Source: an optimization exercise on an open RTL-to-GDS flow (aim: small area and a short achievable clock period). Production flows keep margins and buffers that such runs may drop. The RTL was checked by simulation tests, not by an equivalence proof against the original design.

// IIR
module IIR
          (clk,
           reset,
           clk_enable,
           In1,
           ce_out,
           Out1);
clock: 10.0 ns
lec_check: 0
cap_margin: 20
core_margin: 2
core_utilization: 40
slew_margin: 20
synth_hierarchical: 1
synth_minimum_keep_size: 0
tns_end_percent: 0
standard.sh (not shown) runs the stock make flow with config.mk's settings and CLKGATE_MAP_FILE= SYNTH_SCRIPT=/design/flow/synth_recipe.tcl, a recipe that flattens the netlist after the stock synthesis.
==> flow/flow/run.sh <==
#!/bin/bash
# Standard ORFS layout, with port buffers of a plain buffer cell and timing
# repair aimed below the clock period (the SDC is unchanged).
set -euo pipefail
bash standard.sh SETUP_SLACK_MARGIN=5.6 "BUFFER_PORTS_ARGS=-buffer_cell sky130_fd_sc_hd__buf_2" ABC_AREA=1 GPL_ROUTABILITY_DRIVEN=0 finish > flow_make.log 2>&1
The first run completed with no timing, DRC or antenna violations.
Rerun with:
==> flow/flow/run.sh (replaced) <==
#!/bin/bash
# Standard ORFS layout, with port buffers of a plain buffer cell and timing
# repair aimed below the clock period (the SDC is unchanged).
set -euo pipefail
bash standard.sh SETUP_SLACK_MARGIN=5.5 "BUFFER_PORTS_ARGS=-buffer_cell sky130_fd_sc_hd__buf_2" ABC_AREA=1 CAP_MARGIN=0 SLEW_MARGIN=0 finish > flow_make.log 2>&1
Global-route usage went up by 0.28 points.
First-iteration DRC count came out lower by about 14%.

========
Another version of the RTL of IIR (not shown whole).
Size: roughly 36 I/O pins, roughly 0.012 mm2 of cells after synthesis.
==> flow/config.mk <==
export PLATFORM = sky130hd
export DESIGN_NAME = IIR
export DESIGN_NICKNAME = IIR
export VERILOG_FILES = /design/flow/design.v
export SDC_FILE = /design/flow/constraint.sdc
export NUM_CORES = 4
export LEC_CHECK = 0
export CAP_MARGIN = 20
export CORE_MARGIN = 2
export CORE_UTILIZATION = 40
export SLEW_MARGIN = 20
export SYNTH_HIERARCHICAL = 1
export SYNTH_MINIMUM_KEEP_SIZE = 0
export TNS_END_PERCENT = 0
==> flow/constraint.sdc <==
create_clock -name core_clock -period 10.0 [get_ports {clk}]
set_input_delay 2.0000 -clock core_clock [delete_from_list [all_inputs] [get_ports {clk}]]
set_output_delay 2.0000 -clock core_clock [all_outputs]
set_load 0.01 [all_outputs]
==> flow/flow/run.sh <==
#!/bin/bash
# Standard ORFS layout, with port buffers of a plain buffer cell and timing
# repair aimed below the clock period (the SDC is unchanged).
set -euo pipefail
bash standard.sh SETUP_SLACK_MARGIN=5.6 "BUFFER_PORTS_ARGS=-buffer_cell sky130_fd_sc_hd__buf_2" ABC_AREA=1 finish > flow_make.log 2>&1
The starting point passed the timing, design-rule and antenna checks.
Rerun with:
==> flow/flow/run.sh (replaced) <==
#!/bin/bash
# Standard ORFS layout, with port buffers of a plain buffer cell and timing
# repair aimed below the clock period (the SDC is unchanged).
set -euo pipefail
bash standard.sh SETUP_SLACK_MARGIN=5.3 "BUFFER_PORTS_ARGS=-buffer_cell sky130_fd_sc_hd__buf_2" finish > flow_make.log 2>&1
--- a/flow/config.mk
+++ b/flow/config.mk
@@ -14 +13,0 @@
-export TNS_END_PERCENT = 0
Non-clock buffer count goes up by 12.
Worst setup slack degrades by 340 ps.
Global-route usage goes down by 0.97 points.
Routed wire length goes down by 12%.
Sequential cell count is unchanged.
Rerun with:
--- a/flow/config.mk
+++ b/flow/config.mk
@@ -10 +10 @@
-export CORE_UTILIZATION = 40
+export CORE_UTILIZATION = 65
@@ -13,0 +14 @@
+export TNS_END_PERCENT = 0
Routed wire length came out higher by a few percent.
Area after synthesis stays the same.
Global-route usage went up by 14 points.
Hold slack improves by 8.0 ps.
Count of clock-buffer cells in the layout stays the same.
Rerun with:
==> flow/flow/run.sh (replaced) <==
#!/bin/bash
# Standard ORFS layout, with port buffers of a plain buffer cell and timing
# repair aimed below the clock period (the SDC is unchanged).
set -euo pipefail
bash standard.sh SETUP_SLACK_MARGIN=5.6 "BUFFER_PORTS_ARGS=-buffer_cell sky130_fd_sc_hd__buf_2" finish > flow_make.log 2>&1
--- a/flow/config.mk
+++ b/flow/config.mk
@@ -10 +10 @@
-export CORE_UTILIZATION = 65
+export CORE_UTILIZATION = 40
@@ -14 +13,0 @@
-export TNS_END_PERCENT = 0
After rerunning: Final cell count grows by 9.9%. Worst setup slack gets better by 50 ps. Die area grows by 60%. Clock-buffer cell count stays the same. Core utilization came out lower by 27 points. Cell area came out higher by 5.3%. Global-route usage went down by 14 points. Clock skew barely changes. Synthesized area does not change. Sequential share of layout area fell by 0.82 points.
Rerun with:
==> flow/flow/run.sh (replaced) <==
#!/bin/bash
# Standard ORFS layout, with port buffers of a plain buffer cell and timing
# repair aimed below the clock period (the SDC is unchanged).
set -euo pipefail
bash standard.sh SETUP_SLACK_MARGIN=5.6 "BUFFER_PORTS_ARGS=-buffer_cell sky130_fd_sc_hd__buf_2"  finish > flow_make.log 2>&1
--- a/flow/config.mk
+++ b/flow/config.mk
@@ -13,0 +14 @@
+export TNS_END_PERCENT = 0
=> Worst hold slack is worse by 3.8 ps. Die area stays the same. Core utilization goes down by 2.8 points. Worst setup slack is worse by 71 ps.
Rerun with:
==> flow/flow/run.sh (replaced) <==
#!/bin/bash
# Standard ORFS layout, with port buffers of a plain buffer cell and timing
# repair aimed below the clock period (the SDC is unchanged).
set -euo pipefail
bash standard.sh SETUP_SLACK_MARGIN=5.3 "BUFFER_PORTS_ARGS=-buffer_cell sky130_fd_sc_hd__buf_2" finish > flow_make.log 2>&1
What happened: The changed run passed the timing, design-rule and antenna checks. Wire length is unchanged. Worst setup slack is unchanged. Final cell count does not change. Core utilization does not change. Global-route usage does not change. Count of clock-buffer cells in the layout does not change. Worst hold slack does not change.

========
RTL: one of the versions met above, not the one the previous note started from.
Size in the first run: roughly 1400 cells after synthesis, ~36 I/O pins.
// IIR
module IIR
          (clk,
           reset,
           clk_enable,
           In1,
           ce_out,
           Out1);
==> flow/config.mk <==
export PLATFORM = sky130hd
export DESIGN_NAME = IIR
export DESIGN_NICKNAME = IIR
export VERILOG_FILES = /design/flow/design.v
export SDC_FILE = /design/flow/constraint.sdc
export NUM_CORES = 4
export LEC_CHECK = 0
export CAP_MARGIN = 20
export CORE_MARGIN = 2
export CORE_UTILIZATION = 40
export SLEW_MARGIN = 20
export SYNTH_HIERARCHICAL = 1
export SYNTH_MINIMUM_KEEP_SIZE = 0
export TNS_END_PERCENT = 0
==> flow/constraint.sdc <==
create_clock -name core_clock -period 10.0 [get_ports {clk}]
set_input_delay 2.0000 -clock core_clock [delete_from_list [all_inputs] [get_ports {clk}]]
set_output_delay 2.0000 -clock core_clock [all_outputs]
set_load 0.01 [all_outputs]
==> flow/flow/run.sh <==
#!/bin/bash
# Standard ORFS layout, with port buffers of a plain buffer cell and timing
# repair aimed below the clock period (the SDC is unchanged).
set -euo pipefail
bash standard.sh SETUP_SLACK_MARGIN=5.5 "BUFFER_PORTS_ARGS=-buffer_cell sky130_fd_sc_hd__buf_2" ABC_AREA=1 finish > flow_make.log 2>&1
==> next run, changes <==
==> flow/flow/run.sh (replaced) <==
#!/bin/bash
# Standard ORFS layout, with port buffers of a plain buffer cell and timing
# repair aimed below the clock period (the SDC is unchanged).
set -euo pipefail
bash standard.sh SETUP_SLACK_MARGIN=5.8 "BUFFER_PORTS_ARGS=-buffer_cell sky130_fd_sc_hd__buf_2" ABC_AREA=1 finish > flow_make.log 2>&1
=> Die area is unchanged. Cell area is higher by 1.3%. Fmax is higher by 2.1%. Synthesized area is unchanged. Setup slack gains 0.094 ns. Wire length is lower by 2.3%. Cell count is higher by 1.1%. Hold slack barely changes. Via count is higher by 1.1%. Global-route usage is lower by 0.15 points.

========
IIR again, from the RTL that the note above started with.
clock: 10.0 ns
lec_check: 0
cap_margin: 20
core_margin: 2
core_utilization: 40
slew_margin: 20
synth_hierarchical: 1
synth_minimum_keep_size: 0
tns_end_percent: 0
==> flow/flow/run.sh <==
#!/bin/bash
# Standard ORFS layout, with port buffers of a plain buffer cell and timing
# repair aimed below the clock period (the SDC is unchanged).
set -euo pipefail
bash standard.sh SETUP_SLACK_MARGIN=5.3 "BUFFER_PORTS_ARGS=-buffer_cell sky130_fd_sc_hd__buf_2" ABC_AREA=1 finish > flow_make.log 2>&1
The first run completed without violations.
Next try:
==> flow/flow/run.sh (replaced) <==
#!/bin/bash
# Standard ORFS layout (the standard.sh), with port buffers of a plain
# buffer cell and timing repair aimed below the clock period. The SDC and the
# clock period are unchanged; only the repair target differs. make's full
# output goes to flow_make.log, each ORFS step's log to orfs/logs.
set -euo pipefail
bash standard.sh SETUP_SLACK_MARGIN=5.6 "BUFFER_PORTS_ARGS=-buffer_cell sky130_fd_sc_hd__buf_2" finish > flow_make.log 2>&1
ABC_AREA = 1   (was not set)
GPL_ROUTABILITY_DRIVEN = 0   (was not set)
Outcome:
- core utilization climbs by 0.68 points
- wire length climbs by about 0.4%
- global-route usage climbs by 0.35 points
- final cell count is about the same
- sequential share of layout area barely changes
- synthesized area is unchanged
- register-to-register slack gets better by 0.04 ns

[re-timing with driven ports]
The flow's constraints put no driver on any port. The routed layouts listed below were extracted and timed again, unchanged, in two steps.
Step 1 sets driving cells, clkbuf_16 on the clock port and buf_2 on the other inputs (assumed; they add their load-dependent delay and slew).
Step 2 moves the port delays by t, midway between the first and last clock arrival at a register: inputs arrive t later, outputs are due t later. That takes back most of the time a late clock gives input paths.
Slacks: ideal ports / drivers / drivers and shift; pairs: ideal ports / drivers.
run	shift t [ns]	setup WS [ns]	hold WS [ns]	cell pins on the clock port's net
the first run of note 1	0.392	5.527 / 5.504 / 5.504	0.475 / 0.475 / 0.475	1
the second run of note 1	0.395	5.521 / 5.472 / 5.472	0.473 / 0.473 / 0.473	1
the first run of note 2	0.395	5.484 / 5.484 / 5.484	0.478 / 0.478 / 0.478	1
the second run of note 2	0.397	5.140 / 5.140 / 5.140	0.475 / 0.475 / 0.475	1
the third run of note 2	0.401	5.096 / 5.096 / 5.096	0.483 / 0.483 / 0.483	1
the fourth run of note 2	0.394	5.146 / 5.146 / 5.146	0.483 / 0.483 / 0.483	1
the fifth run of note 2	0.392	5.076 / 5.076 / 5.076	0.479 / 0.479 / 0.479	1
the sixth run of note 2	0.392	5.076 / 5.076 / 5.076	0.479 / 0.479 / 0.479	1
the first run of note 3	0.395	5.521 / 5.472 / 5.472	0.473 / 0.473 / 0.473	1
the second run of note 3	0.389	5.615 / 5.572 / 5.615	0.474 / 0.474 / 0.474	1
the first run of note 4	0.390	5.401 / 5.369 / 5.378	0.475 / 0.475 / 0.475	1
the second run of note 4	0.392	5.527 / 5.504 / 5.504	0.475 / 0.475 / 0.475	1
After both steps setup and hold are still met in every run listed.
